This design comes from an exercise in tuning for small area on the open sky130 flow, not from production work.
The RTL was checked by simulation tests, not by an equivalence proof against the original design.
No activity file was given, so power comes from the tool's default toggle rates.

===== design/flow/flow/run.sh =====
#!/bin/bash
# Standard layout, with plain buf_1 cells as the port buffers.
set -euo pipefail
bash standard.sh "BUFFER_PORTS_ARGS=-buffer_cell sky130_fd_sc_hd__buf_1" finish > standard_flow.log 2>&1

===== design/flow/standard.sh =====
#!/bin/bash
# synth_recipe.tcl (not shown) runs the flow's synth.tcl, then flattens the netlist and writes it again
# the make line also repeats each setting of config.mk as NAME=value (left out here)
make -C /OpenROAD-flow-scripts/flow DESIGN_CONFIG=/design/flow/config.mk WORK_HOME=/design/flow/orfs CLKGATE_MAP_FILE= SYNTH_SCRIPT=/design/flow/synth_recipe.tcl "${@:-finish}"

===== design/flow/config.mk =====
export PLATFORM = sky130hd
export DESIGN_NAME = Sync_top
export DESIGN_NICKNAME = Sync_top
export VERILOG_FILES = /design/flow/design.v
export SDC_FILE = /design/flow/constraint.sdc
export NUM_CORES = 4
export LEC_CHECK = 0
export CAP_MARGIN = 20
export CORE_MARGIN = 2
export CORE_UTILIZATION = 40
export CTS_BUF_LIST = sky130_fd_sc_hd__clkbuf_8
export CTS_CLUSTER_SIZE = 15
export SLEW_MARGIN = 20

===== design/flow/constraint.sdc =====
create_clock -name core_clock -period 6.7 [get_ports {PCK}]
set_input_delay 1.3400 -clock core_clock [delete_from_list [all_inputs] [get_ports {PCK}]]
set_output_delay 1.3400 -clock core_clock [all_outputs]
set_load 0.01 [all_outputs]

===== design/flow/design.v =====
module Sync_top(
    input   wire        PCK,
    input   wire        RSTN,
    input   wire        MRX_FLAG_RE,
    input   [14:0]      MAD,
    input   [31:0]      MDI,
    input   [31:0]      MBE,
    input               MWE,
    input   [9:0]       DI,
    output  [31:0]      MDO_SYNC_TOP,
    output  reg         HLOCK,
    output  reg         VLOCK,
    output  reg         SYNC_ACT,
    output  reg[9:0]    SYNC_DO
);
function [12:0] add12(input [11:0] a, input [11:0] b, input ci);
    integer i; reg c;
    begin
        c = ci;
        for (i = 0; i < 12; i = i + 1) begin
            add12[i] = a[i] ^ b[i] ^ c;
            c = (a[i] & b[i]) | (a[i] & c) | (b[i] & c);
        end
        add12[12] = c;
    end
endfunction
function cout12(input [11:0] a, input [11:0] b, input ci);
    integer i; reg c;
    begin
        c = ci;
        for (i = 0; i < 12; i = i + 1)
            c = (a[i] & b[i]) | (a[i] & c) | (b[i] & c);
        cout12 = c;
    end
endfunction
function [12:0] inc12(input [11:0] a, input ci);
    integer i; reg c;
    begin
        c = ci;
        for (i = 0; i < 12; i = i + 1) begin
            inc12[i] = a[i] ^ c;
            c = a[i] & c;
        end
        inc12[12] = c;
    end
endfunction
function cmp12(input [11:0] a, input [11:0] b, input eq);
    integer i; reg c;
    begin
        c = eq;
        for (i = 0; i < 12; i = i + 1)
            c = (~a[i] & b[i]) | (~a[i] & c) | (b[i] & c);
        cmp12 = c;
    end
endfunction
wire hi0 = (MAD[14:6] == 9'd0);
wire s16 = hi0 & (MAD[5:0] == 6'h16);
wire s17 = hi0 & (MAD[5:0] == 6'h17);
wire s18 = hi0 & (MAD[5:0] == 6'h18);
wire s19 = hi0 & (MAD[5:0] == 6'h19);
wire s20 = hi0 & (MAD[5:0] == 6'h20);
wire s21 = hi0 & (MAD[5:0] == 6'h21);
wire s2a = hi0 & (MAD[5:0] == 6'h2a);
wire s2b = hi0 & (MAD[5:0] == 6'h2b);
wire s30 = hi0 & (MAD[5:0] == 6'h30);
wire s31 = hi0 & (MAD[5:0] == 6'h31);
wire s32 = hi0 & (MAD[5:0] == 6'h32);
reg [10:0] SYNC_HSP, SYNC_VSP, SYNC_VTW, SYNC_HW, SYNC_VW;
reg [11:0] SYNC_HTW, DOT_H, DOT_V, DOT_W;
reg [2:0]  CH;
reg        SYNC_UP;
wire [11:0] wd = MDI[11:0];
wire [11:0] wm = MBE[11:0];
always @(posedge PCK or negedge RSTN) begin
    if (!RSTN) begin
        SYNC_HSP <= 11'd1;
        SYNC_VSP <= 11'd28;
        SYNC_HTW <= 12'd2200;
        SYNC_VTW <= 11'd1125;
        SYNC_HW  <= 11'd1920;
        SYNC_VW  <= 11'd1080;
        CH       <= 3'd0;
        SYNC_UP  <= 1'b0;
        DOT_H    <= 12'd960;
        DOT_V    <= 12'd540;
        DOT_W    <= 12'd10;
    end else if (MWE) begin
        if (s20) SYNC_HSP <= (wm[10:0] & wd[10:0]) | (~wm[10:0] & SYNC_HSP);
        if (s21) SYNC_VSP <= (wm[10:0] & wd[10:0]) | (~wm[10:0] & SYNC_VSP);
        if (s16) SYNC_HTW <= (wm & wd) | (~wm & SYNC_HTW);
        if (s17) SYNC_VTW <= (wm[10:0] & wd[10:0]) | (~wm[10:0] & SYNC_VTW);
        if (s18) SYNC_HW  <= (wm[10:0] & wd[10:0]) | (~wm[10:0] & SYNC_HW);
        if (s19) SYNC_VW  <= (wm[10:0] & wd[10:0]) | (~wm[10:0] & SYNC_VW);
        if (s2a) CH       <= (wm[2:0] & wd[2:0]) | (~wm[2:0] & CH);
        if (s2b) SYNC_UP  <= (wm[0] & wd[0]) | (~wm[0] & SYNC_UP);
        if (s30) DOT_H    <= (wm & wd) | (~wm & DOT_H);
        if (s31) DOT_V    <= (wm & wd) | (~wm & DOT_V);
        if (s32) DOT_W    <= (wm & wd) | (~wm & DOT_W);
    end
end
assign MDO_SYNC_TOP = {20'd0,
      ({12{s20}} & {1'b0, SYNC_HSP})
    | ({12{s21}} & {1'b0, SYNC_VSP})
    | ({12{s16}} & SYNC_HTW)
    | ({12{s17}} & {1'b0, SYNC_VTW})
    | ({12{s18}} & {1'b0, SYNC_HW})
    | ({12{s19}} & {1'b0, SYNC_VW})
    | ({12{s2a}} & {9'd0, CH})
    | ({12{s2b}} & {11'd0, SYNC_UP})
    | ({12{s30}} & DOT_H)
    | ({12{s31}} & DOT_V)
    | ({12{s32}} & DOT_W)};
wire aSYNC_UP = MWE & s2b;
reg [11:0] HCNT;
reg [10:0] VCNT;
wire [11:0] VCNT12 = {1'b0, VCNT};
wire [11:0] HSP12 = {1'b0, SYNC_HSP};
wire [11:0] VSP12 = {1'b0, SYNC_VSP};
wire [11:0] SH = add12(HSP12, {1'b0, SYNC_HW}, 1'b0);
wire [11:0] SV = add12(VSP12, {1'b0, SYNC_VW}, 1'b0);
wire ACT_H = cmp12(HSP12, HCNT, 1'b1) & cmp12(HCNT, SH, 1'b0);
wire ACT_V = cmp12(VSP12, VCNT12, 1'b1) & cmp12(VCNT12, {1'b0, SV[10:0]}, 1'b0);
wire ACT_T = ACT_H & ACT_V;
reg SYNC_ON;
always @(posedge PCK or negedge RSTN) begin
    if (!RSTN)             SYNC_ON <= 1'd0;
    else if (aSYNC_UP)     SYNC_ON <= 1'd1;
    else if (MRX_FLAG_RE)  SYNC_ON <= 1'd0;
end
wire CNT_RST = SYNC_ON & MRX_FLAG_RE;
wire [12:0] HINC = inc12(HCNT, 1'b1);
wire [12:0] VINC = inc12(VCNT12, 1'b1);
always @(posedge PCK or negedge RSTN) begin
    if (!RSTN)                  HCNT <= 12'b0;
    else if (HLOCK | CNT_RST)   HCNT <= 12'b0;
    else                        HCNT <= HINC[11:0];
end
always @(posedge PCK or negedge RSTN) begin
    if (!RSTN)           VCNT <= 11'b0;
    else if (CNT_RST)    VCNT <= 11'b0;
    else if (HLOCK) begin
        if (VLOCK)       VCNT <= 11'b0;
        else             VCNT <= VINC[10:0];
    end
end
wire [12:0] HTWM2 = add12(SYNC_HTW, 12'hFFE, 1'b0);
wire HEND = (HCNT == HTWM2[11:0]);
wire VEND = (VINC[11:0] == {1'b0, SYNC_VTW});
wire HTW_GE2 = |SYNC_HTW[11:1];
always @(posedge PCK or negedge RSTN) begin
    if (!RSTN) begin
        HLOCK <= 1'b0;
        VLOCK <= 1'b0;
        SYNC_ACT <= 1'b0;
    end else begin
        HLOCK <= HEND;
        VLOCK <= HEND & HTW_GE2 & VEND;
        SYNC_ACT <= ACT_T;
    end
end
reg [11:0] K_H, K_V;
reg TURN_H, TURN_V;
wire [12:0] ZH = add12(K_H, SH, 1'b0);
wire [12:0] ZV = add12(K_V, SV, 1'b0);
wire SH_GE21 = (SH > 12'd20);
wire SV_GE21 = (SV > 12'd20);
wire ZH_LE40 = (ZH[12:6] == 7'd0) & (ZH[5:0] <= 6'd40);
wire ZV_LE41 = (ZV[12:6] == 7'd0) & (ZV[5:0] <= 6'd41);
wire ZH_LEN  = ~ZH[12] | ((ZH[11:6] == 6'd0) & (ZH[5:0] <= 6'd40));
wire ZV_LEN  = ~ZV[12] | ((ZV[11:6] == 6'd0) & (ZV[5:0] <= 6'd41));
wire KH_GT19 = (K_H > 12'd19);
wire KV_GT20 = (K_V > 12'd20);
wire HI_H = KH_GT19 ? (SH_GE21 ? ZH_LEN : ZH_LE40) : (SH_GE21 & ZH_LE40);
wire HI_V = KV_GT20 ? (SV_GE21 ? ZV_LEN : ZV_LE41) : (SV_GE21 & ZV_LE41);
wire LO_H = ~KH_GT19 | cout12(K_H, HSP12, 1'b1);
wire LO_V = ~KV_GT20 | cout12(K_V, VSP12, 1'b0);
always @(posedge PCK or negedge RSTN) begin
    if (!RSTN) begin
        K_H <= 12'd18;       
        TURN_H <= 1'b1;
        K_V <= 12'd4088;     
        TURN_V <= 1'b1;
    end else begin
        if (VLOCK) begin
            if (HI_H)       TURN_H <= 1'b0;
            else if (LO_H)  TURN_H <= 1'b1;
            if (HI_V)       TURN_V <= 1'b0;
            else if (LO_V)  TURN_V <= 1'b1;
        end
        K_H <= add12(K_H, {{8{VLOCK & TURN_H}}, {3{VLOCK & ~TURN_H}}, 1'b0}, VLOCK);
        K_V <= add12(K_V, {{8{VLOCK & TURN_V}}, {3{VLOCK & ~TURN_V}}, 1'b0}, VLOCK);
    end
end
wire [11:0] PH = add12(HCNT, K_H, 1'b0);
wire [11:0] PV = add12(VCNT12, K_V, 1'b0);
wire PIXEL = (K_H > 12'd39) & (PH <= 12'd38)
           & ((K_V == 12'd0) | (K_V > 12'd40)) & (PV <= 12'd40);
wire DOT = cmp12(add12(DOT_V, ~DOT_W, 1'b1), VCNT12, 1'b1)
         & cmp12(VCNT12, add12(DOT_V, DOT_W, 1'b0), 1'b1)
         & cmp12(add12(DOT_H, ~DOT_W, 1'b1), HCNT, 1'b0)
         & cmp12(HCNT, add12(DOT_H, DOT_W, 1'b0), 1'b0);
always @(posedge PCK or negedge RSTN) begin
    if (!RSTN)
        SYNC_DO <= 10'b0;
    else if (ACT_T)
        case (CH)
            3'd1:    SYNC_DO <= {{8{PIXEL}}, 2'b0};
            3'd2:    SYNC_DO <= {HCNT[7:0], 2'b0};
            3'd3:    SYNC_DO <= {VCNT[7:0], 2'b0};
            3'd4:    SYNC_DO <= {HCNT[7:0] ^ VCNT[7:0], 2'b0};
            3'd5:    SYNC_DO <= {DI[7:0], 2'b0};
            3'd6:    SYNC_DO <= {2'b0, {8{DOT}}};
            default: SYNC_DO <= DI;
        endcase
    else
        SYNC_DO <= 10'b0;
end
endmodule

==> run summary, run 1 <==
- The flow ran to the end and the layout has no timing, DRC or antenna violations.
- The routed design has 41200 microns of wire.
- The cell repeated most along the worst path is fa_1.
- In this run the power spent charging and discharging nets is 0.690 mW.
- The later pin in the worst-skew pair is clocked with a latency of just over 0.5 ns.
- The XOR/XNOR share of the synthesized area is between 2 and 3%.
- After detailed placement, the design holds a cell count of between 1500 and 2000.
- The critical path goes through clkinvlp_4 -> fa_2 -> fa_1 -> fa_1 -> fa_1 -> fa_1 -> fa_1 -> fa_1 -> fa_1 -> fa_1 -> fa_1 -> mux2i_1 -> xnor2_1 -> or4_4 -> a2111oi_4 -> buf_6 -> nand2_1 -> a21oi_1.
- The fraction of registers with async set/reset is 100%.
- The total core area is 33400 sq um.
- For this run, the number of Yosys warnings is 1.
- In this design, the stage delay of the slowest critical-path cell is between 0.5 and 0.6 ns.
- Row generation in the floorplan step produced between 60 and 70 rows.
- The peak fanout along the critical path is 7.
- The fraction of final layout cells with drive strength greater than 1 is 17.8%.
- Sequential cells were found to cover 31.9% of the synthesized design area.
- The slowest stage of the critical path belongs to the cell dfstp_2.
- Clock-pin slew was measured on the worst setup and hold paths at ~0.1 ns.
- In the global route stage, overall resource usage came out at 23.9%.
- The worst path arrival time is between 6 and 7 ns.
- The number of distinct library cells after synthesis is 74.
- By area, the combinational part of the netlist is dominated by adder cells.
- For the finished layout, the period the worst path requires is about 6.5 ns.
- Prior to clock tree synthesis, the placed netlist has a worst setup slack of -0.281 ns.
- The clock network fraction of total power is 35.4%.
- The cell depth of the worst min-delay path is 2.
- The congestion estimate from routability-driven global placement came to a little under 1.
- The commonest non-fill, non-tap cell in the layout is inv_1.
- The number of clock buffers added by TritonCTS is 17.
- The number of enable-type register cells in the synthesized netlist is 0.
- For this run, the top clock speed supported by timing is 154 MHz.
- In the synthesized netlist, the number of instances is between 1000 and 1500.
- A synthesized cell averages just over 10 sq um.
- The area of the die is about 35000 sq um.
- The part of the power in registers is between 40% and 50%.
- The via count of the first global-routing pass is about 11000.
- The wire length of the first global-routing pass is 63700 microns.
- The detailed placement HPWL is between 30000 and 40000 microns.
- The worst-case reg-to-reg path depth is 18.
- The post-route clock period utilization is between 90 and 100%.
- Setup repair after global routing left no endpoint under its margin.
- The number of nets in the layout is 1668.
- The switching part of the total is between 30% and 40%.
- Across all hold checks on the routed design, the worst slack comes to 0.517 ns.
- Buffers added to address setup during post-CTS repair amount to 0.
- The total congestion overflow is 0.
- The end point of the critical path is SYNC_DO[1].
- Of the total synthesized cell area, the portion taken by full adders, half adders and majority gates is 23.0%.
- The type of element launching the critical path is a flop.
- The number of pins with negative max-slew slack in the final report is 0.
- TritonCTS built the clock tree.
- The depth of the CTS H-tree is 4.
- After the first detailed-routing iteration, the DRC count stood at 1041.
- The number of top-level pins is roughly 140.
- Setup slack on the worst reg-to-reg path comes out at between 0.15 and 0.2 ns.
- The die height is 188 microns.
- Combinational cells account for between 10% and 20% of the total power.
- The root buffer cell is clkbuf_8.
- The longest clock path from root to sink contains 2 buffers.
- Power comes to approximately 2.2 mW.
- The portion of synthesized area spent on multiplexers is 9.07%.
- The repair_antennas step left the layout with diodes totalling 0.
- The number of hold violations in the final report is 0.
- The share of synthesized area in the top cell type comes to 23.3%.
- The power density of the placed cells is approximately 150 nW/um^2.
- STA classifies the critical path endpoint as a flop.
- The clock tree skew after final layout is approximately 0.017 ns.
- The transition time of the tightest slew-check pin is 1.29 ns.
- The worst endpoint required time is between 7 and 8 ns.
- Cell internal power was estimated by the tool at 1.53 mW.
- The post-detailed-route wirelength per cell is 22.0 microns.
- The worst slew slack as a fraction of its limit is 13.7%.
- Measured on the finished design, the core utilization comes to ~44%.
- Setup violations remaining at the end of the flow were counted as 0.
- The via count of the routed design is around 11000.
- The worst hold path belongs to the class reg -> reg.
- In this run the cell area of the synthesized design comes to 13500 sq um.
- For this design the static power due to leakage is just over 6 nW.
- Of all cell types, the one taking the most synthesized area is dfrtp_1.
- The number of clock sinks is 170.
- The setup path with the least slack is of type reg -> reg.
- The flip-flop and latch count after synthesis is 170.
- The worst-case IR drop observed on VDD is 0.000167 V.
- The initial utilization of the core area, before any placement, comes to 40.4%.
- Summing the areas of all and, or, nand and nor instances in the mapped netlist gives approximately an eighth of the synthesized area.
- The library cells used most frequently in the layout, excluding fill and tap cells, are 177 x inv_1, 135 x nand2_1, 124 x dfrtp_1.
- Sorting the synthesized cells by area gives the leading types as dfrtp_1 23%, fa_1 18%, mux2_2 9.0%.
- The capture point of the worst reg-to-reg path is SYNC_DO[1].
- Entering global routing, the biggest net connects 112 pins.
- The relative area change from synthesis to final layout is 9.71%.
- After detailed routing, the number of remaining DRC violations is 0.
- The max-capacitance violation count is 0.
- The floorplan step set the die width to about 190 microns.
- The iteration count of the initial detailed-routing pass is 9.
- Once detail routing completed, the nets flagged for antenna violations numbered 0.
- The number of buffers added on ports is between 70 and 80.
- The number of standard cells in the final layout excluding fillers is 1872.
- Among all flip-flop cells after synthesis, the most frequent one is dfrtp_1.
- The worst path meets setup with just under 0.2 ns of slack.
- The average via count per standard cell is 5.72.
- The number of antenna violations at the first check in global routing is 0.
- Summing the areas of all compound-gate instances in the mapped netlist gives 14.0% of the synthesized area.
==> routing by layer <==
metal	vias up	track usage [%]	part of all wire, %	routed length (microns)
met5	-	0	0	0
met4	0	7.39	2.5	1050
met3	63	4.60	7.0	2870
met2	435	37.4	46	19100
met1	5464	33.6	44	18200
li1	4743	-	-	-
==> worst min-delay path by stage <==
stage	startpoint	to	slack [ns]
global placement	TURN_V	TURN_V	0.49
CTS	TURN_V	TURN_V	0.52
finish	TURN_V	TURN_V	0.52
floorplan	TURN_V	TURN_V	0.46
global route	TURN_V	TURN_V	0.54
detailed placement	TURN_V	TURN_V	0.50
==> per-stage QoR <==
step | area (sq um) | TNS [ns]
CTS | 14800 | 0
detailed placement | 14400 | -0.281
floorplan | 13600 | 0
global route | 14800 | 0
finish | 14800 | 0
global placement | 14400 | -0.192
==> cell families after synthesis <==
group / count (synthesis)
AO/OA/AOI/OAI: 262
AND/OR/NAND/NOR: 323
multiplexers: 109
XOR/XNOR: 39
buffers and inverters: 257
other: 1
flip-flops: 170
adder cells (fa/ha/maj): 178
==> repair_timing <==
action	in CTS	in global routing
cloned	0	0
pin swaps	0	3
endpoints found under the setup margin	1	11
resized for setup	6	18
hold buffers	0	0
==> worst max-delay path: cells and delay by family (launching register included) <==
kind	cells	cell delay, ns
xor gates and xnor gates	1	0.11
AOI/OAI and AO/OA	2	0.41
buffers and inverters	2	0.36
DFF	1	0.58
and+or+nand+nor	2	0.65
adders and majority gates	10	4.12
muxes	1	0.19
==> area by class of cell <==
class | instances | area [sq um]
Clock inverter | 14 | 170
Fill cell | 3228 | 18600
Timing Repair Buffer | 114 | 587
Sequential cell | 170 | 4310
Clock buffer | 17 | 234
Multi-Input combinational cell | 931 | 8300
Inverter | 178 | 672
Tap cell | 448 | 561
==> power by group through the flow <==
| stage | logic [mW] | registers [mW] | clock network (mW) |
|---|---|---|---|
| after floorplan | 0.216 | 1.08 | 0 |
| after global placement | 0.313 | 1.12 | 0 |
| after detailed placement | 0.322 | 1.13 | 0 |
| after CTS | 0.323 | 1.11 | 0.804 |
| after global routing | 0.359 | 1.11 | 0.845 |
| final | 0.325 | 1.11 | 0.785 |
==> cells in the mapped netlist (all sizes together) (7+ instances only) <==
cell type and count:
clkbuf 51, dfstp 44, o21ai 44, nor2b 11
fa 122, inv 178, o22ai 31, a22o 16
a211o 9, nand3 16, nand2 135, dfrtp 126
ha 41, nand4 19, maj3 15, nor2 47
a32o 7, a22oi 38, buf 28, nor4 10
a31oi 8, a221oi 8, xnor2 19, and2 26
a21oi 32, mux2 108, xor2 19, a222oi 15
nand2b 20, nor3 16, o211ai 8
==> run 2: changes to the inputs <==
==> design/flow/flow/run.sh (replaced) <==
#!/bin/bash
# Standard layout, with plain buf_1 cells as the port buffers and no resizer
# changes kept from timing-driven global placement.
set -euo pipefail
bash standard.sh "BUFFER_PORTS_ARGS=-buffer_cell sky130_fd_sc_hd__buf_1" "GPL_KEEP_OVERFLOW=0" finish > standard_flow.log 2>&1
==> run 2 against run 1 <==
Against the previous run:
- first-iteration DRC count up 3.0%
- clock power up 4.3%
- area after synthesis did not move
- cell area about the same
- sequential power rose by 5%
- combinational power decreased by 18%
- critical path depth rose by 1
- critical path type unchanged
- maximum frequency decreased by 0.59%
- synthesized cell count is the same
- clock-buffer cell count up 2
- sequential share of layout area about the same
==> run summary, run 2 <==
- Worst-path cell chain: clkinvlp_4 -> fa_2 -> fa_1 -> fa_1 -> fa_1 -> fa_1 -> fa_1 -> fa_2 -> fa_1 -> fa_2 -> fa_1 -> o31ai_2 -> a21oi_1 -> nor2b_1 -> or4_4 -> a2111oi_4 -> buf_6 -> nand2_1 -> a21oi_2 (was clkinvlp_4 -> fa_2 -> fa_1 -> fa_1 -> fa_1 -> fa_1 -> fa_1 -> fa_1 -> fa_1 -> fa_1 -> fa_1 -> mux2i_1 -> xnor2_1 -> or4_4 -> a2111oi_4 -> buf_6 -> nand2_1 -> a21oi_1).
- The leakage power of the design is 6.02 nW (was 6.08 nW).
- The worst hold slack was 0.508 ns (was 0.517 ns).
- The detailed placement HPWL is 31700 microns (was 32400 microns).
- The x dimension of the die is 188 microns (unchanged).
- The multiplexer fraction of the synthesized cell area came to 9.07% (unchanged).
- The quantity of hold-fixing buffers added after cts is 0 (unchanged).
- The cell type of the slowest stage on the worst timing path was dfstp_2 (unchanged).
- The post-route clock period utilization was 97.6% (was 97.1%).
- The final weighted congestion in routability-driven placement came to 0.962 (was 0.974).
- The critical path's top delay family is adder cells (unchanged).
- The number of distinct library cells after synthesis is 74 (unchanged).
- The worst path arrival time is 7.00 ns (was 6.92 ns).
- The clock tree skew after final layout came to 0.0276 ns (was 0.0168 ns).
- The largest family of logic cells by synthesized area is adder cells (unchanged).
- The via count of the routed design is 10700 (about the same).
- The CTS tree is yes (unchanged).
- The clock latency on the worst-skew pair is 0.52 ns (was 0.51 ns).
- The warning count from the yosys run is 1 (unchanged).
- The largest net degree at the start of global routing came to 33 (was 112).
- The buffer depth of the longest clock path came to 2 (unchanged).
- The number of top-level pins is 138 (unchanged).
- The final critical delay including setup and external delays is 6.54 ns (was 6.50 ns).
- The worst endpoint required time is 7.16 ns (was 7.12 ns).
- The all-layer global routing usage is 23.6% (was 23.9%).
- The final routed DRC violation total is 0 (unchanged).
- The share of synthesized cell area in and, or, nand and nor gates was 11.6% (unchanged).
- The critical path class is reg -> reg (unchanged).
- The number of nets in the layout is 1646 (was 1668).
- The max-capacitance violation count is 0 (unchanged).
- The XOR/XNOR share of the synthesized area is 2.71% (unchanged).
- The cell repeated most along the worst path was fa_1 (unchanged).
- The area of the die is 35300 sq um (unchanged).
- The kind of end point of the critical path is a flop (unchanged).
- The clock transition time at the flip-flop clock pins of the worst setup and hold paths is 0.12 ns (was 0.10 ns).
- The number of hold violations in the final report came to 0 (unchanged).
- The die height is 188 microns (unchanged).
- The number of buffers created by CTS is 17 (unchanged).
- The fraction of final layout cells with drive strength greater than 1 is 17.7% (was 17.8%).
- Top cells by area in the synthesized netlist: dfrtp_1 23%, fa_1 18%, mux2_2 9.0% (unchanged).
- The via count of the first global-routing pass is 10700 (was 10800).
- The transition time of the tightest slew-check pin was 1.22 ns (was 1.29 ns).
- The power density of the placed cells is 151 nW/um^2 (was 150 nW/um^2).
- The arithmetic-cell share of the synthesized area counting full adders, half adders and majority gates is 23.0% (unchanged).
- Most frequent cells in the layout: 176 x inv_1, 135 x nand2_1, 123 x dfrtp_1 (was 177 x inv_1, 135 x nand2_1, 124 x dfrtp_1).
- The number of placed instances with taps included was 1812 (was 1841).
- The number of enable-type register cells in the synthesized netlist is 0 (unchanged).
- The average via count per standard cell is 5.76 (was 5.72).
- The depth of the CTS H-tree is 4 (unchanged).
- The count of routing violations after the opening detailed-route iteration is 1072 (was 1041).
- The top cell type's share of synthesized area is 23.3% (unchanged).
- The number of standard cells after synthesis is 1339 (unchanged).
- The wire length of the first global-routing pass is 62900 microns (was 63700 microns).
- The fraction of registers with async set/reset was 100% (unchanged).
- The number of antenna violations at the first check in global routing is 0 (unchanged).
- The sequential-to-total area share from yosys stat is 31.9% (unchanged).
- The root buffer cell is clkbuf_8 (unchanged).
- The standard-cell row count is 67 (unchanged).
- The worst slew slack as a fraction of its limit was 18.5% (was 13.7%).
- The flip-flop and latch count after synthesis was 170 (unchanged).
- The final total negative setup slack is 0 ns (unchanged).
- The number of standard cells in the final layout excluding fillers is 1852 (was 1872).
- The netlist area before placement is 13500 sq um (unchanged).
- The class of the worst hold path is reg -> reg (unchanged).
- The dominant synthesized flop cell was dfrtp_1 (unchanged).
- The relative area change from synthesis to final layout is 9.78% (was 9.71%).
- Run status: complete, no violations (unchanged).
- The most frequently used cell type in the post-synthesis netlist is inv_1 (unchanged).
- The largest stage delay on the critical path was 0.59 ns (was 0.58 ns).
- The post-synthesis area per instance is 10.1 sq um (unchanged).
- Top cells by instance count after synthesis: 178 x inv_1, 135 x nand2_1, 126 x dfrtp_1, 122 x fa_1, 108 x mux2_2 (unchanged).
- The iteration count of the initial detailed-routing pass is 6 (was 9).
- The type of element launching the critical path is a flop (unchanged).
- The total congestion overflow is 0 (unchanged).
- The number of clock sinks is 170 (unchanged).
- The peak fanout along the critical path is 7 (unchanged).
- The worst ir drop on vdd is 0.000155 V (was 0.000167 V).
- The compound-gate portion of the synthesized area was 14.0% (unchanged).
- The total detailed-routing wirelength came to 40800 microns (was 41200 microns).
- The post-detailed-route wirelength per cell is 22.0 microns (about the same).
- The commonest non-fill, non-tap cell in the layout is inv_1 (unchanged).
- The maximum operating frequency was 153 MHz (was 154 MHz).
- The number of buffers added on ports is 77 (unchanged).
- The total core area is 33400 sq um (unchanged).
- The remaining antenna violation count after routing is 0 (unchanged).
- The number of pins with negative max-slew slack in the final report is 0 (unchanged).
- The effective utilization at floorplan is 40.4% (unchanged).
- The worst path buffer plus inverter count is 2 (unchanged).
- The cell accounting for the most synthesized area is dfrtp_1 (unchanged).
- The final number of setup-violating endpoints was 0 (unchanged).
[run 2: logic make-up (layout without fill, tap and decap cells)]
group                      after synthesis  in the layout
other                                    1             21
and+or+nand+nor                        323            323
adders and majority gates              178            178
DFF                                    170            170
xor gates and xnor gates                39             39
AOI/OAI and AO/OA                      262            262
buffers and inverters                  257            302
muxes                                  109            109
[run 2: per-layer routing]
| metal | vias up | track usage (%) | part of all wire [%] | wire (microns) |
|---|---|---|---|---|
| met4 | 0 | 9.21 | 3.4 | 1400 |
| met3 | 89 | 4.77 | 6.9 | 2810 |
| li1 | 4699 | - | - | - |
| met1 | 5411 | 32.3 | 44 | 17900 |
| met2 | 466 | 37.0 | 46 | 18700 |
| met5 | - | 0 | 0 | 0 |
[run 2: cell type report]
cell class              instances  area [sq um]
diodes                          1          2.50
repair buffers                 92           513
clock buffers                  19           262
fillers                      3222         18600
multi-input cells             931          8350
well taps                     448           561
flip-flops and latches        170          4310
inverters                     178           672
clock inverters                13           173
[run 2: worst min-delay path, delay by kind of cell, from the launching register on]
kind	cells	cell delay (ns)
flip-flops	1	0.39
AND/OR/NAND/NOR	1	0.07
AO/OA/AOI/OAI	1	0.05
[run 2: worst paths after layout]
check	start	to	slack, ns	depth (start not counted)
worst max-delay path	flop	SYNC_DO[1]	0.16	19
worst max register to register	flop	SYNC_DO[1]	0.16	19
max in group asynchronous	RSTN	asynchronous set/reset pin	4.75	5
worst min-delay path	TURN_V	TURN_V	0.51	2
worst min register to register	TURN_V	TURN_V	0.51	2
min in group asynchronous	RSTN	HCNT[5]	0.76	1
[run 2: report_power, final]
part           leakage [nW]  internal [mW]  switching (mW)
Combinational          3.61          0.107           0.160
Sequential             2.19           1.05           0.112
Clock                 0.218          0.369           0.450
[run 2: what timing repair did]
item	CTS	global route
resized for setup	7	30
setup endpoints to repair	9	12
setup buffers	2	4
pin swaps	2	7
endpoints found under the hold margin	0	0
[run 2: metrics by stage]
step                setup WS (ns)  power [mW]  utilization, %  area, sq um
global placement            -3.91        1.42            42.1        14100
finish                      0.159        2.24            44.4        14800
global route              -0.0293        2.34            44.4        14800
floorplan                  0.0875        1.30               -        13600
CTS                       0.00384        2.25            43.9        14700
detailed placement         -0.319        1.43            42.5        14200
==> run 3: changes to the inputs <==
==> design/flow/flow/run.sh (replaced) <==
#!/bin/bash
# Standard layout, with plain buf_1 cells as the port buffers and a clock tree
# built without dummy balancing loads.
set -euo pipefail
bash standard.sh \
  "BUFFER_PORTS_ARGS=-buffer_cell sky130_fd_sc_hd__buf_1" \
  "CTS_ARGS=-sink_clustering_enable -repair_clock_nets -sink_clustering_size 15 -buf_list sky130_fd_sc_hd__clkbuf_8 -dont_use_dummy_load" \
  finish > standard_flow.log 2>&1
==> run 3 against run 2 <==
Against the previous run:
- still clean
- combinational power grew 22%
- clock-buffer cell count decreased by 2
- global-route usage up 0.19 points
- largest power group unchanged
==> run summary, run 3 <==
- The number of hold violations in the final report was 0 (unchanged).
- The largest stage delay on the critical path is 0.57 ns (was 0.59 ns).
- The CTS tree is yes (unchanged).
- The wire length of the first global-routing pass is 63400 microns (was 62900 microns).
- The number of placed instances with taps included is 1841 (was 1812).
- Run status: complete, no violations (unchanged).
- The number of enable-type register cells in the synthesized netlist came to 0 (unchanged).
- The post-synthesis area per instance is 10.1 sq um (unchanged).
- The area of the die is 35300 sq um (unchanged).
- The number of standard cells in the final layout excluding fillers is 1858 (was 1852).
- The remaining antenna violation count after routing is 0 (unchanged).
- The worst setup timing slack at the placement stage is -0.281 ns (was -0.319 ns).
- The total setup buffers inserted after CTS is 0 (was 2).
- The worst path arrival time is 6.90 ns (was 7.00 ns).
- The all-layer global routing usage is 23.8% (was 23.6%).
- The register cell area after layout came to 4310 sq um (about the same).
- Top cells by area in the synthesized netlist: dfrtp_1 23%, fa_1 18%, mux2_2 9.0% (unchanged).
- Most frequent cells in the layout: 177 x inv_1, 135 x nand2_1, 125 x dfrtp_1 (was 176 x inv_1, 135 x nand2_1, 123 x dfrtp_1).
- Worst-path cell chain: clkinvlp_4 -> fa_2 -> fa_1 -> fa_1 -> fa_1 -> fa_1 -> fa_1 -> fa_2 -> fa_1 -> fa_1 -> fa_1 -> o31ai_1 -> a21oi_1 -> nor2b_1 -> or4_4 -> a2111oi_4 -> buf_6 -> nand2_1 -> a21oi_1 (was clkinvlp_4 -> fa_2 -> fa_1 -> fa_1 -> fa_1 -> fa_1 -> fa_1 -> fa_2 -> fa_1 -> fa_2 -> fa_1 -> o31ai_2 -> a21oi_1 -> nor2b_1 -> or4_4 -> a2111oi_4 -> buf_6 -> nand2_1 -> a21oi_2).
- The worst slew slack as a fraction of its limit is 13.1% (was 18.5%).
- The number of antenna repair diodes is 0 (was 1).
- The cell accounting for the most synthesized area is dfrtp_1 (unchanged).
- The power density of the placed cells is 137 nW/um^2 (was 151 nW/um^2).
- The class of the worst hold path is reg -> reg (unchanged).
- The critical path class is reg -> reg (unchanged).
- The relative area change from synthesis to final layout was 8.44% (was 9.78%).
- The worst path buffer plus inverter count is 2 (unchanged).
- The number of distinct library cells after synthesis was 74 (unchanged).
- The total power of the final layout is 2.01 mW (was 2.24 mW).
- The most frequently used cell type in the post-synthesis netlist is inv_1 (unchanged).
- The final number of setup-violating endpoints is 0 (unchanged).
- The sequential-to-total area share from yosys stat was 31.9% (unchanged).
- The met2 layer usage reported by global route was 37.2% (was 37.0%).
- The quantity of hold-fixing buffers added after cts is 0 (unchanged).
- The number of nets in the layout was 1668 (was 1646).
- The count of routing violations after the opening detailed-route iteration is 1020 (was 1072).
- The met3 layer usage reported by global route was 4.04% (was 4.77%).
- Setup repair after global routing left no endpoint under its margin.
- The peak fanout along the critical path is 7 (unchanged).
- The type of element launching the critical path is a flop (unchanged).
- The clock latency on the worst-skew pair is 0.50 ns (was 0.52 ns).
- The cell type of the slowest stage on the worst timing path is dfstp_2 (unchanged).
- The multi-input combinational cell area was 8300 sq um (was 8350 sq um).
- The warning count from the yosys run was 1 (unchanged).
- The kind of end point of the critical path is a flop (unchanged).
- The logic depth of the worst path, buffers included was 19 (unchanged).
- The global-route track usage on met1 is 33.6% (was 32.3%).
- The dominant synthesized flop cell is dfrtp_1 (unchanged).
- The leakage power of the design is 6.00 nW (was 6.02 nW).
- The filler cell count in the final layout is 3241 (was 3222).
- The clock tree skew after final layout is 0.0296 ns (was 0.0276 ns).
- The die height is 188 microns (unchanged).
- The maximum operating frequency came to 154 MHz (was 153 MHz).
- The fraction of registers with async set/reset came to 100% (unchanged).
- The number of antenna violations at the first check in global routing was 0 (unchanged).
- The via count of the first global-routing pass is 10700 (about the same).
- The depth of the CTS H-tree is 4 (unchanged).
- The number of clock sinks is 170 (unchanged).
- The worst hold slack came to 0.517 ns (was 0.508 ns).
- The average via count per standard cell is 5.75 (was 5.76).
- The clock transition time at the flip-flop clock pins of the worst setup and hold paths is 0.09 ns (was 0.12 ns).
- The number of top-level pins is 138 (unchanged).
- The fraction of final layout cells with drive strength greater than 1 is 17.0% (was 17.7%).
- The buffer depth of the longest clock path came to 2 (unchanged).
- The total core area is 33400 sq um (unchanged).
- The post-detailed-route wirelength per cell is 22.1 microns (was 22.0 microns).
- The transition time of the tightest slew-check pin came to 1.30 ns (was 1.22 ns).
- The top cell type's share of synthesized area is 23.3% (unchanged).
- The commonest non-fill, non-tap cell in the layout is inv_1 (unchanged).
- The flip-flop and latch count after synthesis is 170 (unchanged).
- The iteration count of the initial detailed-routing pass is 9 (was 6).
- The number of pins with negative max-slew slack in the final report is 0 (unchanged).
- The number of standard cells after synthesis came to 1339 (unchanged).
- The total detailed-routing wirelength was 41100 microns (was 40800 microns).
- The detailed placement HPWL is 32400 microns (was 31700 microns).
- The total congestion overflow is 0 (unchanged).
- The worst-case reg-to-reg path depth is 19 (unchanged).
- The worst ir drop on vdd is 0.000128 V (was 0.000155 V).
- The final routed DRC violation total is 0 (unchanged).
- The post-route clock period utilization is 97.0% (was 97.6%).
- The max-capacitance violation count is 0 (unchanged).
- The x dimension of the die was 188 microns (unchanged).
- The effective utilization at floorplan is 40.4% (unchanged).
- The via count of the routed design is 10700 (about the same).
- The cell repeated most along the worst path was fa_1 (unchanged).
- The final critical delay including setup and external delays is 6.50 ns (was 6.54 ns).
- The critical path's top delay family was adder cells (unchanged).
- The root buffer cell is clkbuf_8 (unchanged).
- The final weighted congestion in routability-driven placement is 0.974 (was 0.962).
- Top cells by instance count after synthesis: 178 x inv_1, 135 x nand2_1, 126 x dfrtp_1, 122 x fa_1, 108 x mux2_2 (unchanged).
- The standard-cell row count is 67 (unchanged).
- The busiest metal layer after global routing was met2 (unchanged).
- The netlist area before placement was 13500 sq um (unchanged).
- The cell depth of the worst min-delay path is 2 (unchanged).
- The largest net degree at the start of global routing was 112 (was 33).
- The setup slack of the critical path after layout was 0.200 ns (was 0.159 ns).
- The number of buffers created by CTS is 17 (unchanged).
- The number of buffers added on ports is 77 (unchanged).
- The worst endpoint required time is 7.10 ns (was 7.16 ns).
[run 3: changes by cell type in the layout (fill, tap and decap cells not counted), sizes merged]
cell and change:
buf +21, clkinv -2, clkbuf -1, diode -1, inv -8, clkinvlp -1, bufinv -2
[run 3: what timing repair did]
| action | CTS | global route |
|---|---|---|
| setup endpoints to repair | 1 | 10 |
| resized for setup | 6 | 17 |
| endpoints found under the hold margin | 0 | 0 |
| cloned | 0 | 0 |
| pin swaps | 0 | 3 |
[run 3: logic make-up (layout without fill, tap and decap cells)]
group	count (synthesis)	count (layout)	synth area share (%)
simple gates	323	323	11.6
buf+inv	257	309	7.73
compound gates	262	262	14.0
mux	109	109	9.07
flops	170	170	31.9
fa+ha+maj	178	178	23.0
other cells	1	20	0.0277
xor+xnor	39	39	2.71
[run 3: per-layer routing]
metal / routed length (microns) / share of wire, %
met3: 2800 / 6.8
met5: 0 / 0
met1: 18100 / 44
met2: 19000 / 46
met4: 1110 / 2.7
[run 3: area by class of cell]
class | instances | share of cell area (%)
multi-input cells | 931 | 56.6
flip-flops and latches | 170 | 29.4
inverters | 178 | 4.58
repair buffers | 114 | 4.00
well taps | 448 | 3.82
clock buffers | 17 | 1.60
[run 3: power breakdown]
part / total (mW) / leakage (nW) / switching, mW / internal, mW
Clock: 0.575 / 0.122 / 0.351 / 0.224
Sequential: 1.11 / 2.20 / 0.0607 / 1.05
Combinational: 0.326 / 3.68 / 0.212 / 0.113
Total: 2.01 / 6.00 / 0.625 / 1.38
[run 3: worst paths after layout]
| path | from | endpoint | slack, ns |
|---|---|---|---|
| min in group asynchronous | RSTN | HCNT[7] | 0.96 |
| min | TURN_V | TURN_V | 0.52 |
| max | flop | SYNC_DO[1] | 0.20 |
| max in group asynchronous | RSTN | asynchronous set/reset pin | 4.56 |
| min reg2reg | TURN_V | TURN_V | 0.52 |
| max reg2reg | flop | SYNC_DO[1] | 0.20 |
[run 3: through the flow]
stage / setup TNS (ns) / cell area (sq um) / utilization [%]
4_1_cts: 0 / 14600 / 43.7
6_report: 0 / 14700 / 43.8
2_1_floorplan: 0 / 13600 / -
3_3_place_gp: -0.192 / 14400 / 42.9
5_1_grt: 0 / 14700 / 43.8
3_5_place_dp: -0.281 / 14400 / 42.9
[run 3: worst min-delay path: stages, from the launching register on]
cell      delay [ns]
dfstp_2         0.38
nand2b_1        0.07
a32oi_1         0.06
==> run 4: changes to the inputs <==
==> design/flow/flow/run.sh (replaced) <==
#!/bin/bash
# Layout flow: the standard flow (standard.sh) with these changes.
#  * Synthesis: the standard script, except that Yosys's quick ABC pass
#    before adder extraction is skipped (synth -noabc), and the final ABC
#    technology mapping uses flow/abc_area.script (area-recovering mapping,
#    no buffering or sizing; placement repairs timing). Registers, their names
#    and their cell types are as in the standard synthesis.
#  * Port buffers are plain buf_1 cells.
#  * Clock tree synthesis inserts no dummy balancing loads.
# Each tool's output is in orfs/logs/; make's output is in standard_flow.log.
set -euo pipefail
here=$PWD
abc_script=$here/flow/abc_area.script
# synthesis core: ORFS's synth.tcl with the ABC script swapped after the preamble
python3 - "$FLOW_HOME/scripts/synth.tcl" "$here/core_synth.tcl" "$abc_script" <<'PY'
import sys
src, dst, abc = sys.argv[1:]
v = open(src).read()
hook = "source $::env(SCRIPTS_DIR)/synth_preamble.tcl\n"
assert v.count(hook) == 1
v = v.replace(hook, hook + "set abc_args [lreplace $abc_args 1 1 {%s}]\n" % abc)
open(dst, "w").write(v)
PY
sed -e '1s/yosys synth -nofsm -noshare /yosys synth -nofsm -noshare -noabc /' \
    -e "s|source \$::env(SCRIPTS_DIR)/synth.tcl|source $here/core_synth.tcl|" \
    synth_recipe.tcl > own_synth.tcl
grep -q -- '-noabc' own_synth.tcl
grep -q "core_synth.tcl" own_synth.tcl
bash standard.sh \
  "SYNTH_SCRIPT=$here/own_synth.tcl" \
  "BUFFER_PORTS_ARGS=-buffer_cell sky130_fd_sc_hd__buf_1" \
  "CTS_ARGS=-sink_clustering_enable -repair_clock_nets -sink_clustering_size 15 -buf_list sky130_fd_sc_hd__clkbuf_8 -dont_use_dummy_load" \
  finish > standard_flow.log 2>&1
==> design/flow/flow/abc_area.script (new file) <==
strash
&get -n
&st
&syn2
&dch -f
&nf -R 1000
&put
strash
&get -n
&st
&dch -f
&nf -R 1000
&put
topo
stime -c
==> run 4 against run 3 <==
Against the previous run:
- cell count decreased by 11%
- flip-flop and latch count unchanged
- worst setup slack improved by 0.0050 ns
- global-route usage increased by 1.4 points
- critical path type unchanged
==> run summary, run 4 <==
- The filler cell count in the final layout came to 2956 (was 3241).
- The number of buffers created by CTS is 17 (unchanged).
- The number of hold violations in the final report is 0 (unchanged).
- The flip-flop and latch count after synthesis is 170 (unchanged).
- The most frequently used cell type in the post-synthesis netlist was nand2_1 (was inv_1).
- The register-to-register setup slack is 0.20 ns (about the same).
- The leakage power of the design is 5.90 nW (was 6.00 nW).
- The total core area is 30400 sq um (was 33400 sq um).
- The worst slew slack as a fraction of its limit was 29.2% (was 13.1%).
- The number of enable-type register cells in the synthesized netlist was 0 (unchanged).
- The global-route track usage on met1 is 35.8% (was 33.6%).
- The total detailed-routing wirelength is 38200 microns (was 41100 microns).
- The remaining antenna violation count after routing is 0 (unchanged).
- The average via count per standard cell is 5.86 (was 5.75).
- The final instance area is 13600 sq um (was 14700 sq um).
- The iteration count of the initial detailed-routing pass was 9 (unchanged).
- The cell accounting for the most synthesized area is dfrtp_1 (unchanged).
- The worst endpoint required time is 7.06 ns (was 7.10 ns).
- The worst-case reg-to-reg path depth came to 20 (was 19).
- The all-layer global routing usage is 25.2% (was 23.8%).
- The wire length of the first global-routing pass is 59400 microns (was 63400 microns).
- The number of standard cells after synthesis was 1137 (was 1339).
- The post-synthesis area per instance is 10.8 sq um (was 10.1 sq um).
- The final weighted congestion in routability-driven placement is 0.939 (was 0.974).
- The root buffer cell is clkbuf_8 (unchanged).
- The commonest non-fill, non-tap cell in the layout was nand2_1 (was inv_1).
- The CTS tree is yes (unchanged).
- The final number of setup-violating endpoints is 0 (unchanged).
- The max-capacitance violation count is 0 (unchanged).
- The sequential-to-total area share from yosys stat is 35.0% (was 31.9%).
- The number of distinct library cells after synthesis is 48 (was 74).
- The peak fanout along the critical path is 6 (was 7).
- The cell depth of the worst min-delay path is 1 (was 2).
- The type of element launching the critical path is a flop (unchanged).
- The post-detailed-route wirelength per cell is 23.0 microns (was 22.1 microns).
- The utilization after layout is 44.7% (was 43.8%).
- The worst hold slack came to 0.510 ns (was 0.517 ns).
- The clock transition time at the flip-flop clock pins of the worst setup and hold paths is 0.08 ns (was 0.09 ns).
- The via count of the routed design was 9741 (was 10700).
- The quantity of hold-fixing buffers added after cts is 0 (unchanged).
- The detailed placement HPWL is 29700 microns (was 32400 microns).
- The worst ir drop on vdd is 0.0000984 V (was 0.000128 V).
- The final routed DRC violation total came to 0 (unchanged).
- The worst path arrival time is 6.86 ns (was 6.90 ns).
- The busiest metal layer after global routing was met2 (unchanged).
- The depth of the CTS H-tree is 4 (unchanged).
- The number of buffers added on ports is 77 (unchanged).
- The transition time of the tightest slew-check pin is 1.06 ns (was 1.30 ns).
- The clock tree skew after final layout came to 0.0419 ns (was 0.0296 ns).
- The class of the worst hold path is reg -> reg (unchanged).
- The relative area change from synthesis to final layout is 10.5% (was 8.44%).
- The final critical delay including setup and external delays is 6.50 ns (about the same).
- The met2 layer usage reported by global route is 39.5% (was 37.2%).
- The effective utilization at floorplan is 40.4% (about the same).
- The fraction of final layout cells with drive strength greater than 1 is 9.09% (was 17.0%).
- The warning count from the yosys run is 1 (unchanged).
- The source of the worst hold timing path is SYNC_UP (was TURN_V).
- The number of clock sinks is 170 (unchanged).
- The buffer depth of the longest clock path is 2 (unchanged).
- The critical path class is reg -> reg (unchanged).
- The launch point of the worst reg-to-reg path is DOT_W[0].
- The clock latency on the worst-skew pair is 0.52 ns (was 0.50 ns).
- The area of the die was 32200 sq um (was 35300 sq um).
- The destination of the worst hold path was SYNC_UP (was TURN_V).
- Most frequent cells in the layout: 135 x nand2_1, 126 x dfrtp_1, 112 x fa_1 (was 177 x inv_1, 135 x nand2_1, 125 x dfrtp_1).
- The power density of the placed cells is 151 nW/um^2 (was 137 nW/um^2).
- The number of top-level pins is 138 (unchanged).
- The capture point of the worst reg-to-reg path was SYNC_DO[7] (was SYNC_DO[1]).
- The kind of end point of the critical path is a flop (unchanged).
- The top cell type's share of synthesized area is 25.6% (was 23.3%).
- The number of antenna violations at the first check in global routing is 0 (unchanged).
- The x dimension of the die was 179 microns (was 188 microns).
- The met3 layer usage reported by global route is 4.14% (was 4.04%).
- Top cells by instance count after synthesis: 135 x nand2_1, 126 x dfrtp_1, 122 x fa_1, 77 x nor2_1, 68 x mux2_1 (was 178 x inv_1, 135 x nand2_1, 126 x dfrtp_1, 122 x fa_1, 108 x mux2_2).
- The fraction of registers with async set/reset is 100% (unchanged).
- The total congestion overflow is 0 (unchanged).
- Top cells by area in the synthesized netlist: dfrtp_1 26%, fa_1 20%, dfstp_2 9.4% (was dfrtp_1 23%, fa_1 18%, mux2_2 9.0%).
- The cell area reported after detailed placement was 13300 sq um (was 14400 sq um).
- The via count of the first global-routing pass was 9969 (was 10700).
- The number of standard cells in the final layout excluding fillers is 1661 (was 1858).
- The post-route clock period utilization is 96.9% (was 97.0%).
- The dominant synthesized flop cell is dfrtp_1 (unchanged).
- The number of antenna repair diodes is 0 (unchanged).
- The number of pins with negative max-slew slack in the final report is 0 (unchanged).
- The number of nets in the layout came to 1525 (was 1668).
- Run status: complete, no violations (unchanged).
- The die height is 179 microns (was 188 microns).
- The netlist area before placement came to 12300 sq um (was 13500 sq um).
- The largest net degree at the start of global routing is 171 (was 112).
- The maximum operating frequency is 154 MHz (about the same).
- The standard-cell row count came to 64 (was 67).
- The count of routing violations after the opening detailed-route iteration was 998 (was 1020).
- The number of placed instances with taps included was 1642 (was 1841).
-- run 4: changes by cell type after synthesis, sizes merged, moves of 18 or more --
cell,change
a21oi,+31
a222oi,+18
clkbuf,-51
clkinv,+66
inv,-178
maj3,+25
mux2,-40
nor2,+30
-- run 4: logic make-up (layout without fill, tap and decap cells) --
| logic type | after synthesis | after routing | share of synthesized area [%] |
|---|---|---|---|
| compound gates | 248 | 248 | 13.7 |
| xor+xnor | 32 | 32 | 2.28 |
| fa+ha+maj | 205 | 205 | 27.5 |
| buf+inv | 86 | 195 | 3.23 |
| flops | 170 | 170 | 35.0 |
| mux | 69 | 69 | 6.31 |
| other cells | 1 | 20 | 0.0305 |
| simple gates | 326 | 326 | 11.9 |
-- run 4: per-stage QoR --
step / setup TNS, ns / power, mW / setup slack (ns)
floorplan: 0 / 1.31 / 0.539
global placement: 0 / 1.46 / 0.0437
detailed placement: 0 / 1.47 / 0.0525
CTS: 0 / 2.06 / 0.0537
global route: -0.0467 / 2.14 / -0.0254
finish: 0 / 2.05 / 0.205
-- run 4: power by group --
group | switching [mW] | internal (mW)
Combinational | 0.204 | 0.111
Sequential | 0.0910 | 1.06
Clock | 0.361 | 0.224
Total | 0.656 | 1.39
-- run 4: final cells by class --
cell class	instances	area, sq um	share of cell area, %
flip-flops and latches	170	4310	31.7
well taps	396	495	3.64
multi-input cells	900	7740	56.9
repair buffers	112	572	4.21
inverters	66	248	1.82
clock buffers	17	234	1.72
-- run 4: critical path: stages, from the launching register on --
cell and delay [ns]:
dfrtp_1 0.42, buf_4 0.17, ha_1 0.20, fa_1 0.41
fa_1 0.41, fa_1 0.41, fa_1 0.41, fa_1 0.42
fa_1 0.41, fa_1 0.41, fa_1 0.41, fa_1 0.41
fa_1 0.48, o22ai_1 0.17, o21ai_1 0.10, a21oi_1 0.17
nor2_1 0.08, o211ai_1 0.24, nand3b_1 0.31, a211oi_1 0.25
nor3_1 0.07
-- run 4: timing repair --
item                                    in CTS  in global routing
endpoints found under the setup margin       0                 10
hold endpoints to repair                     0                  0
buffers inserted                             0                  1
resized for setup                            0                 18
-- run 4: worst max path at each step --
stage	start	to	slack, ns
floorplan	VCNT[0]	SYNC_DO[6]	0.54
global placement	DOT_V[0]	SYNC_DO[6]	0.04
detailed placement	DOT_V[0]	SYNC_DO[6]	0.05
CTS	DOT_V[0]	SYNC_DO[6]	0.05
global route	VCNT[0]	SYNC_DO[7]	-0.03
finish	DOT_W[0]	SYNC_DO[7]	0.20
-- run 4: metal layers --
layer / vias to the layer above / share of wire [%]
li1: 4333 / -
met1: 4991 / 44
met2: 364 / 46
met3: 53 / 7.1
met4: 0 / 2.3
met5: - / 0
==> run 5: changes to the inputs <==
--- a/design/flow/flow/run.sh
+++ b/design/flow/flow/run.sh
@@ -5,12 +5,24 @@
 #    technology mapping uses flow/abc_area.script (area-recovering mapping,
-#    no buffering or sizing; placement repairs timing). Registers, their names
-#    and their cell types are as in the standard synthesis.
+#    no buffering or sizing; placement repairs timing). The registers are the
+#    standard synthesis's registers, in the same cell types; the standard
+#    synthesis is run first and flow/match_regs.py gives each register the
+#    instance name the standard synthesis gave it.
 #  * Port buffers are plain buf_1 cells.
 #  * Clock tree synthesis inserts no dummy balancing loads.
-# Each tool's output is in orfs/logs/; make's output is in standard_flow.log.
+# Logs: std_synth.log, own_synth.log, standard_flow.log (make), orfs/logs/
+# (each tool), std_logs/ (the standard synthesis's own tool logs).
 set -euo pipefail
 here=$PWD
-abc_script=$here/flow/abc_area.script
-# synthesis core: ORFS's synth.tcl with the ABC script swapped after the preamble
-python3 - "$FLOW_HOME/scripts/synth.tcl" "$here/core_synth.tcl" "$abc_script" <<'PY'
+res=$here/orfs/results/$FLOW_PLATFORM/Sync_top/base
+logs=$here/orfs/logs/$FLOW_PLATFORM/Sync_top/base
+
+# 1. the standard synthesis, for its register names
+bash standard.sh synth > std_synth.log 2>&1
+cp "$res/1_2_yosys.v" std_1_2_yosys.v
+mkdir -p std_logs
+cp "$logs"/1_* std_logs/ 2>/dev/null || true
+rm -f "$res"/1_* "$logs"/1_*
+
+# 2. own synthesis: ORFS's synth.tcl with the ABC script swapped after the preamble
+python3 - "$FLOW_HOME/scripts/synth.tcl" "$here/core_synth.tcl" "$here/flow/abc_area.script" <<'PY'
 import sys
@@ -28,2 +40,8 @@
 grep -q "core_synth.tcl" own_synth.tcl
+bash standard.sh "SYNTH_SCRIPT=$here/own_synth.tcl" "$res/1_2_yosys.v" > own_synth.log 2>&1
+
+# 3. the standard synthesis's register names
+python3 flow/match_regs.py std_1_2_yosys.v "$res/1_2_yosys.v" > match_regs.log 2>&1
+
+# 4. the rest of the standard flow
 bash standard.sh \
@@ -31,3 +49,3 @@
   "BUFFER_PORTS_ARGS=-buffer_cell sky130_fd_sc_hd__buf_1" \
-  "CTS_ARGS=-sink_clustering_enable -repair_clock_nets -sink_clustering_size 15 -buf_list sky130_fd_sc_hd__clkbuf_8 -dont_use_dummy_load" \
+  "CTS_ARGS=-sink_clustering_enable -repair_clock_nets -sink_clustering_size 10 -buf_list {sky130_fd_sc_hd__clkbuf_4 sky130_fd_sc_hd__clkbuf_8} -dont_use_dummy_load" \
   finish > standard_flow.log 2>&1
==> design/flow/flow/match_regs.py (new file) <==
"""Give the registers of a netlist the instance names the standard synthesis
gave the same registers.

usage: match_regs.py STANDARD.v OWN.v

A register is identified by the net its Q pin drives, which is the RTL
register bit's name in both netlists. Private names (_123_) of OWN.v are moved
to _o123_ first so that the standard synthesis's private register names cannot
clash with them. Fails unless every register pairs, with the same cell type.
"""
import re
import sys

INST = re.compile(r'^(\s*)(sky130_fd_sc_hd__\w+)\s+(\\\S+|[\w$]+)\s*\((.*?)\);', re.M | re.S)
PRIV = re.compile(r'(?<![\w$\\\[])_(\d+)_(?![\w$])')


def regs(text):
    out = {}
    for m in INST.finditer(text):
        cell, name, pins = m.group(2), m.group(3).strip(), m.group(4)
        if not cell.startswith('sky130_fd_sc_hd__df'):
            continue
        q = re.search(r'\.Q\(\s*(\\\S+|[\w$\[\]]+)\s*\)', pins)
        if not q:
            sys.exit('register %s has no Q net' % name)
        net = q.group(1).strip()
        if net in out:
            sys.exit('two registers drive %s' % net)
        out[net] = (name, cell)
    return out


std_text = open(sys.argv[1]).read()
own_text = open(sys.argv[2]).read()
own_text = PRIV.sub(lambda m: '_o%s_' % m.group(1), own_text)

std = regs(std_text)
own = regs(own_text)
if set(std) != set(own):
    sys.exit('registers differ: %s' % sorted(set(std) ^ set(own))[:10])
rename = {}
for net, (name, cell) in own.items():
    sname, scell = std[net]
    if scell != cell:
        sys.exit('register %s: cell %s, standard %s' % (net, cell, scell))
    rename[name] = sname
if len(set(rename.values())) != len(rename):
    sys.exit('standard register names are not unique')


def fix(m):
    name = m.group(3).strip()
    if name not in rename:
        return m.group(0)
    new = rename[name]
    new = new + ' ' if new.startswith('\\') else new
    return m.group(0).replace(m.group(3), new, 1)


own_text = INST.sub(fix, own_text)
check = regs(own_text)
assert {n: v[0] for n, v in check.items()} == {n: v[0] for n, v in std.items()}
open(sys.argv[2], 'w').write(own_text)
print('renamed %d registers, %d kept their names' %
      (sum(1 for a, b in rename.items() if a != b), sum(1 for a, b in rename.items() if a == b)))
==> design/flow/config.mk (replaced) <==
export PLATFORM = sky130hd
export DESIGN_NAME = Sync_top
export DESIGN_NICKNAME = Sync_top
export VERILOG_FILES = /design/flow/design.v
export SDC_FILE = /design/flow/constraint.sdc
export NUM_CORES = 4
export LEC_CHECK = 0
export CAP_MARGIN = 10
export CORE_MARGIN = 2
export CORE_UTILIZATION = 40
export SLEW_MARGIN = 10
==> run 5 against run 4 <==
Against the previous run:
- still clean
- maximum frequency decreased by 0.55%
- cell area decreased by 0.16%
- critical path depth decreased by 3
- register-to-register slack got worse by 0.04 ns
- via count decreased by 0.54%
- clock skew decreased by 0.0066 ns
- wire length decreased by 0.13%
- cell count decreased by 0.12%
- critical path type unchanged
==> run summary, run 5 <==
- The largest family of logic cells by synthesized area is adder cells (unchanged).
- The transition time of the tightest slew-check pin came to 1.18 ns (was 1.06 ns).
- The combinational share of power is 15.4% (about the same).
- The number of buffers added on ports came to 77 (unchanged).
- The via count of the first global-routing pass is 9813 (was 9969).
- The maximum operating frequency is 153 MHz (was 154 MHz).
- The kind of end point of the critical path is a flop (unchanged).
- The XOR/XNOR share of the synthesized area was 2.28% (unchanged).
- The area of the die is 32200 sq um (unchanged).
- The top cell type's share of synthesized area is 25.6% (unchanged).
- The internal portion of total power was 1.39 mW (about the same).
- The total congestion overflow is 0 (unchanged).
- The clock network fraction of total power was 28.3% (was 28.6%).
- The worst-case reg-to-reg path depth is 17 (was 20).
- The power density of the placed cells is 150 nW/um^2 (was 151 nW/um^2).
- The sequential-to-total area share from yosys stat was 35.0% (unchanged).
- The compound-gate portion of the synthesized area is 13.7% (unchanged).
- The root buffer cell is clkbuf_8 (unchanged).
- The final routed DRC violation total is 0 (unchanged).
- The relative area change from synthesis to final layout was 10.4% (was 10.5%).
- The end point of the critical path is SYNC_DO[3] (was SYNC_DO[7]).
- The part of the power in registers was 56.3% (was 56.0%).
- The switching part of the total was 31.7% (was 32.1%).
- The detailed placement HPWL was 30000 microns (was 29700 microns).
- The cell accounting for the most synthesized area is dfrtp_1 (unchanged).
- The average via count per standard cell came to 5.84 (was 5.86).
- Run status: complete, no violations (unchanged).
- The share of synthesized cell area in and, or, nand and nor gates is 11.9% (unchanged).
- The final number of setup-violating endpoints is 0 (unchanged).
- The fraction of final layout cells with drive strength greater than 1 came to 8.95% (was 9.09%).
- The wire length of the first global-routing pass was 59100 microns (was 59400 microns).
- The number of buffers created by CTS is 17 (unchanged).
- Most frequent cells in the layout: 135 x nand2_1, 126 x dfrtp_1, 115 x fa_1 (was 135 x nand2_1, 126 x dfrtp_1, 112 x fa_1).
- The die height was 179 microns (unchanged).
- The capture point of the worst reg-to-reg path was SYNC_DO[3] (was SYNC_DO[7]).
- The post-detailed-route wirelength per cell is 23.0 microns (about the same).
- The all-layer global routing usage is 25.0% (was 25.2%).
- The via count of the routed design is 9688 (was 9741).
- The clock transition time at the flip-flop clock pins of the worst setup and hold paths is 0.10 ns (was 0.08 ns).
- The post-synthesis area per instance is 10.8 sq um (unchanged).
- The CTS tree is yes (unchanged).
- The number of standard cells in the final layout excluding fillers is 1659 (was 1661).
- The number of nets in the layout came to 1523 (was 1525).
- The worst setup timing slack at the placement stage is 0.00394 ns (was 0.0525 ns).
- The standard-cell row count is 64 (unchanged).
- The type of element launching the critical path is a flop (unchanged).
- The setup slack of the critical path after layout was 0.169 ns (was 0.205 ns).
- The arithmetic-cell share of the synthesized area counting full adders, half adders and majority gates is 27.5% (unchanged).
- The netlist area before placement is 12300 sq um (unchanged).
- The worst ir drop on vdd came to 0.000110 V (was 0.0000984 V).
- The register-to-register setup slack is 0.17 ns (was 0.20 ns).
- The number of pins with negative max-slew slack in the final report is 0 (unchanged).
- The worst endpoint required time is 7.09 ns (was 7.06 ns).
- The number of antenna violations at the first check in global routing came to 1 (was 0).
- The dominant synthesized flop cell is dfrtp_1 (unchanged).
- The count of routing violations after the opening detailed-route iteration is 1088 (was 998).
- The worst slew slack as a fraction of its limit was 20.8% (was 29.2%).
- The x dimension of the die is 179 microns (unchanged).
- The iteration count of the initial detailed-routing pass is 6 (was 9).
- The leakage power of the design is 5.90 nW (about the same).
- The final instance area is 13600 sq um (about the same).
- The quantity of hold-fixing buffers added after cts came to 0 (unchanged).
- The number of standard cells after synthesis was 1137 (unchanged).
- The remaining antenna violation count after routing is 0 (unchanged).
- The number of top-level pins is 138 (unchanged).
- Top cells by instance count after synthesis: 135 x nand2_1, 126 x dfrtp_1, 122 x fa_1, 77 x nor2_1, 68 x mux2_1 (unchanged).
- The clock latency on the worst-skew pair is 0.49 ns (was 0.52 ns).
- The post-route clock period utilization is 97.5% (was 96.9%).
- The max-capacitance violation count came to 0 (unchanged).
- The effective utilization at floorplan is 40.4% (unchanged).
- The peak fanout along the critical path is 6 (unchanged).
- The depth of the CTS H-tree is 4 (unchanged).
- Top cells by area in the synthesized netlist: dfrtp_1 26%, fa_1 20%, dfstp_2 9.4% (unchanged).
- The filler cell count in the final layout is 2932 (was 2956).
- The buffer depth of the longest clock path was 2 (unchanged).
- The number of enable-type register cells in the synthesized netlist is 0 (unchanged).
- The number of placed instances with taps included came to 1641 (was 1642).
- The critical path class is reg -> reg (unchanged).
- The commonest non-fill, non-tap cell in the layout is nand2_1 (unchanged).
- The final critical delay including setup and external delays is 6.53 ns (was 6.50 ns).
- The number of hold violations in the final report came to 0 (unchanged).
- The number of antenna repair diodes is 0 (unchanged).
- The warning count from the yosys run came to 1 (unchanged).
- The clock tree skew after final layout is 0.0354 ns (was 0.0419 ns).
- The number of distinct library cells after synthesis is 48 (unchanged).
- The total detailed-routing wirelength is 38200 microns (about the same).
- The class of the worst hold path is reg -> reg (unchanged).
- The fraction of registers with async set/reset is 100% (unchanged).
- The worst path arrival time is 6.92 ns (was 6.86 ns).
- The largest net degree at the start of global routing is 74 (was 171).
- The flip-flop and latch count after synthesis is 170 (unchanged).
- The number of clock sinks is 170 (unchanged).
- The total core area came to 30400 sq um (unchanged).
- The net switching power figure is 0.645 mW (was 0.656 mW).
- The cell area reported after detailed placement is 13300 sq um (about the same).
- The multiplexer fraction of the synthesized cell area is 6.31% (unchanged).
- The final weighted congestion in routability-driven placement came to 0.945 (was 0.939).
- The most frequently used cell type in the post-synthesis netlist is nand2_1 (unchanged).
## run 5: cell counts after synthesis
No cell type changed its count.
## run 5: layer usage
layer	share of wire, %	wire length (microns)	vias up	track usage [%]
li1	-	-	4338	-
met1	44	16900	4948	35.5
met2	47	17900	364	40.2
met3	7.1	2690	38	3.76
met4	1.6	622	0	6.25
met5	0	0	-	0
## run 5: area by class of cell
class                   count  area [sq um]  area share [%]
clock buffers              17           234            1.72
inverters                  66           248            1.82
multi-input cells         900          7750            57.1
well taps                 396           495            3.65
repair buffers            110           541            3.98
flip-flops and latches    170          4310            31.7
## run 5: kinds of logic (layout without fill, tap and decap cells)
group / Yosys count / after routing
compound gates: 248 / 248
xor+xnor: 32 / 32
fa+ha+maj: 205 / 205
mux: 69 / 69
other cells: 1 / 20
buf+inv: 86 / 193
simple gates: 326 / 326
flops: 170 / 170
## run 5: what timing repair did
action                     4_1_cts  5_1_grt
setup endpoints to repair        0       12
hold endpoints to repair         0        0
buffers inserted                 0        1
resized for setup                0       20
## run 5: stage by stage
stage | power [mW] | setup TNS [ns] | hold slack [ns] | utilization [%]
floorplan | 1.31 | 0 | 0.457 | -
global placement | 1.46 | 0 | 0.486 | 43.6
detailed placement | 1.47 | 0 | 0.498 | 43.6
CTS | 2.04 | 0 | 0.511 | 44.4
global route | 2.13 | -0.0562 | 0.546 | 44.6
finish | 2.04 | 0 | 0.511 | 44.6
## run 5: worst min path at each step
| stage | to | slack [ns] | cells after the start |
|---|---|---|---|
| after global placement | flop | 0.49 | 1 |
| after detailed placement | flop | 0.50 | 1 |
| after CTS | flop | 0.51 | 1 |
| after floorplan | flop | 0.46 | 2 |
| final | flop | 0.51 | 1 |
| after global routing | flop | 0.55 | 2 |
## run 5: power groups by stage
stage	sequential [mW]	clock (mW)	combinational, mW
2_1_floorplan	1.13	0	0.173
3_3_place_gp	1.16	0	0.301
3_5_place_dp	1.16	0	0.305
4_1_cts	1.14	0.589	0.306
5_1_grt	1.15	0.626	0.352
6_report	1.15	0.575	0.313
## run 5: critical path: stages, from the launching register on
cell and delay [ns]:
dfrtp_1 0.43, buf_4 0.18, ha_1 0.18, fa_1 0.39, fa_1 0.41, fa_1 0.40, fa_1 0.42, fa_1 0.41
fa_1 0.42, fa_1 0.42, fa_1 0.44, fa_1 0.41, fa_1 0.46, maj3_1 0.34, o211ai_1 0.43, nand3b_1 0.30
buf_4 0.22, o221a_1 0.21

static timing again, ports no longer ideal:
Ports are ideal in the flow. The routed layouts listed here were re-timed in OpenROAD. Step 1 (the two cells are an assumption about what drives the block):
set clk [get_ports {PCK}]
set_driving_cell -lib_cell sky130_fd_sc_hd__clkbuf_16 $clk
set_driving_cell -lib_cell sky130_fd_sc_hd__buf_2 [delete_from_list [all_inputs] $clk]
Step 2 also shifts input and output timing later by t, the mid clock arrival at the registers, as if the neighbouring blocks saw the same clock. Three values: ideal, step 1, step 2; two values: the first two.
run	shift t [ns]	slack for setup (ns)	worst setup path after step 2	clock arrival spread, ns	worst register clock-pin slew, ns
run 1	0.546	0.197 / 0.197 / 0.197	register to register	0.020 / 0.021	0.11 / 0.11
run 2	0.552	0.159 / 0.159 / 0.159	register to register	0.032 / 0.032	0.12 / 0.12
run 3	0.536	0.200 / 0.200 / 0.200	register to register	0.034 / 0.035	0.10 / 0.10
run 4	0.543	0.205 / 0.205 / 0.205	register to register	0.042 / 0.042	0.11 / 0.11
run 5	0.525	0.169 / 0.169 / 0.169	register to register	0.046 / 0.046	0.11 / 0.11
After both steps setup and hold are still met in every run listed.
